Context: an optimization exercise on an open-source flow, tuned for small area and a short achievable clock period. The choices shown serve that exercise and are no tape-out recipe.
At most, simulation tests tie the RTL to the original design; equivalence was not proved.
Power figures rest on the tool's default switching activity, not on a simulated workload.

==> inputs of lagoon <==
==> flow/design.v (excerpt) <==
module multiplier #(parameter N = 32) (
    input logic CLK, EN_mult, EN_blockRead, rst_n,
    input logic [15:0] mult_input0,
    input logic [15:0] mult_input1,
    input logic [N - 1:0] readMem_val,
    output logic RDY_mult, EN_readMem, EN_writeMem, VALID_memVal,
    output logic [N - 1:0] writeMem_val, memVal_data,
    output logic [5:0] writeMem_addr, readMem_addr
    );
clock: 3.6 ns
lec_check: 0
cap_margin: 20
core_margin: 2
core_utilization: 65
setup_slack_margin: 1.85
slew_margin: 20
synth_hierarchical: 1
synth_minimum_keep_size: 0
run.sh (not shown) runs the stock make flow with config.mk's settings and CLKGATE_MAP_FILE= SYNTH_SCRIPT=/design/flow/synth_recipe.tcl, a recipe that flattens the netlist after the stock synthesis.
==> indigo (differences from lagoon) <==
- CTS_CLUSTER_DIAMETER: default -> 90
- CTS_CLUSTER_SIZE: default -> 25
- SETUP_SLACK_MARGIN: 1.85 -> 1.9
==> willow (differences from lagoon) <==
- CORE_UTILIZATION: 65 -> 55
- CTS_CLUSTER_DIAMETER: default -> 75
- CTS_CLUSTER_SIZE: default -> 25
- SETUP_SLACK_MARGIN: 1.85 -> 1.9
==> xenon (differences from lagoon) <==
- CTS_CLUSTER_DIAMETER: default -> 75
- CTS_CLUSTER_SIZE: default -> 25
- GPL_ROUTABILITY_DRIVEN: default -> 0
- SETUP_SLACK_MARGIN: 1.85 -> 1.9
==> run notes <==
quantity	lagoon	indigo	xenon	willow
Area growth syn-to-layout	14.79%	12.21%	12.17%	14.50%
Maximum clock frequency	569.9 MHz	574.7 MHz	581.6 MHz	578.4 MHz
Data required time of the critical path	4020 ps	3970 ps	3990 ps	3990 ps
Number of nets in the finished design	1528	1520	1520	1528
Power dissipated by switching net loads	4.436 mW	4.109 mW	4.126 mW	4.163 mW
Met3 demand-to-capacity share in global routing	0.06332	0.04931	0.04763	0.04843
Worst setup path startpoint	mult_input0[15]	mult_input1[12]	mult_input0[5]	mult_input0[7]
Total clock buffers created by CTS	31	17	17	18
Setup slack at placement	496.9 ps	447.2 ps	447.2 ps	491.3 ps
Headroom to the max-slew limit	0.7588	0.7801	0.7804	0.7809
Fraction of area in registers	0.3773	0.3865	0.3867	0.3782
Cell area power density	765.3 nW/um^2	690.6 nW/um^2	693.0 nW/um^2	691.5 nW/um^2
Routed via count	8289	8084	8070	8024
Fin Hold WS	326.3 ps	330.9 ps	330.1 ps	328.8 ps
Status	finished clean	finished clean	finished clean	finished clean

========
==> job 4764 <==
Another version of the RTL of multiplier (not shown whole).
Design multiplier, start of the top module:
module multiplier #(parameter N = 32) (
    input logic CLK, EN_mult, EN_blockRead, rst_n,
    input logic [15:0] mult_input0,
    input logic [15:0] mult_input1,
    input logic [N - 1:0] readMem_val,
    output logic RDY_mult, EN_readMem, EN_writeMem, VALID_memVal,
    output logic [N - 1:0] writeMem_val, memVal_data,
    output logic [5:0] writeMem_addr, readMem_addr
    );
    logic st_init, st_w, st_wf, st_f, st_r;
    logic [3:0] pipe_en;
    logic [5:0] wa, ra;
    logic vld;
    wire wr = st_w & pipe_en[3];
    always_ff @(posedge CLK) begin
        if (!rst_n) begin
            st_init <= 1'b1; st_w <= 1'b0; st_wf <= 1'b0; st_f <= 1'b0; st_r <= 1'b0;
            pipe_en <= 4'b0;
            wa <= 6'd0;
            ra <= 6'd0;
            vld <= 1'b0;
        end else begin
            pipe_en <= {pipe_en[2:0], EN_mult};
            st_init <= 1'b0;
            st_w  <= st_init | (st_w & ~(pipe_en[3] & (&wa))) | (st_r & (&ra));
            st_wf <= wr & (&wa);
            st_f  <= st_wf | (st_f & ~EN_blockRead);
            st_r  <= (st_f & EN_blockRead) | (st_r & ~(&ra));
            if (wr) wa <= wa + 6'd1;
            if (st_r) ra <= ra + 6'd1;
            vld <= st_r;
        end
    end
    assign RDY_mult = st_w;
    assign EN_writeMem = wr;
    assign EN_readMem = st_r;
    assign VALID_memVal = vld;
    assign writeMem_addr = wa;
    assign readMem_addr = ra;
    assign memVal_data = readMem_val;
    logic pp1;
    logic pp2;
    logic pp3;
    logic pp4;
    logic pp5;
    logic pp6;
    logic pp7;
    logic pp8;
    logic pp9;
    logic pp10;
    logic pp11;
    logic pp12;
    logic pp13;
    logic pp14;
    logic pp15;
    logic pp16;
    logic pp17;
    logic pp18;
    logic pp19;
    logic pp20;
    logic pp21;
    logic pp22;
    logic pp23;
    logic pp24;
    logic pp25;
    logic pp26;
    logic pp27;
    logic pp28;
    logic pp29;
    logic pp30;
    logic pp31;
    logic pp32;
    logic pp33;
    logic pp34;
    logic pp35;
    logic pp36;
    logic pp37;
    logic pp38;
    logic pp39;
    logic pp40;
    logic pp41;
    logic pp42;
    logic pp43;
    logic pp44;
  ...
Settings: LEC_CHECK=0, CAP_MARGIN=20, CORE_MARGIN=2, CORE_UTILIZATION=40, SLEW_MARGIN=20, SYNTH_HIERARCHICAL=1, SYNTH_MINIMUM_KEEP_SIZE=0; clock period 3.6 ns.
==> job 4561: changes against job 4764 <==
- SETUP_SLACK_MARGIN: unset -> 2.0
==> flow_summary.rst <==
.. list-table::
   :header-rows: 1

   * - Metric
     - Value
   * - Routed length per placed instance
     - 18.43 um
   * - Worst-case register-to-register setup slack
     - 1.28 ns
   * - First-pass GRT wire length
     - 55,830 um
   * - Result of the run
     - finished clean
   * - Clock group share of total power
     - 0.311
[end of results for job 4561]
==> flow_summary.rst <==
.. list-table::
   :header-rows: 1

   * - Metric
     - Value
   * - Worst-case register-to-register setup slack
     - 0.94 ns
   * - Post-Synth Simple-Gate Area
     - 0.1206
   * - Result of the run
     - finished clean
   * - Routed length per placed instance
     - 18.61 um
   * - Most Used Layer, Global Route
     - met2
   * - # rows
     - 75
[end of results for job 4764]
Function was not checked in any run of this note: the RTL went through the layout flow alone.

==> what the ideal ports hide <==
No port has a modelled driver above. Below, the same layouts with a new extraction and two added sets of constraints.
Step 1: set_driving_cell puts a clkbuf_16 on CLK and a buf_2 on each other input, an assumption about the parent block.
Step 2, shift: input delay + t, output delay - t, t = (earliest + latest rising clock arrival at the registers) / 2. This alone moves slack from input paths to output paths.
Three values: ideal, step 1, step 2; two values: the first two.
run	t (ns)	setup slack, ns	worst setup path at the end	cell pins on the clock port's net
lagoon	0.599	1.845 / 1.817 / 1.268	input to register	1
indigo	0.542	1.860 / 1.855 / 1.315	input to register	1
willow	0.552	1.871 / 1.840 / 1.321	input to register	1
xenon	0.551	1.881 / 1.846 / 1.334	input to register	1
job 4764	0.611	0.943 / 0.943 / 0.682	input to register	1
job 4561	0.609	1.279 / 1.279 / 1.279	register to register	1
After both steps every run listed still meets setup and hold. For lagoon, which loses most, drivers alone change the setup slack by -0.028 ns; drivers and shift together by -0.577 ns.
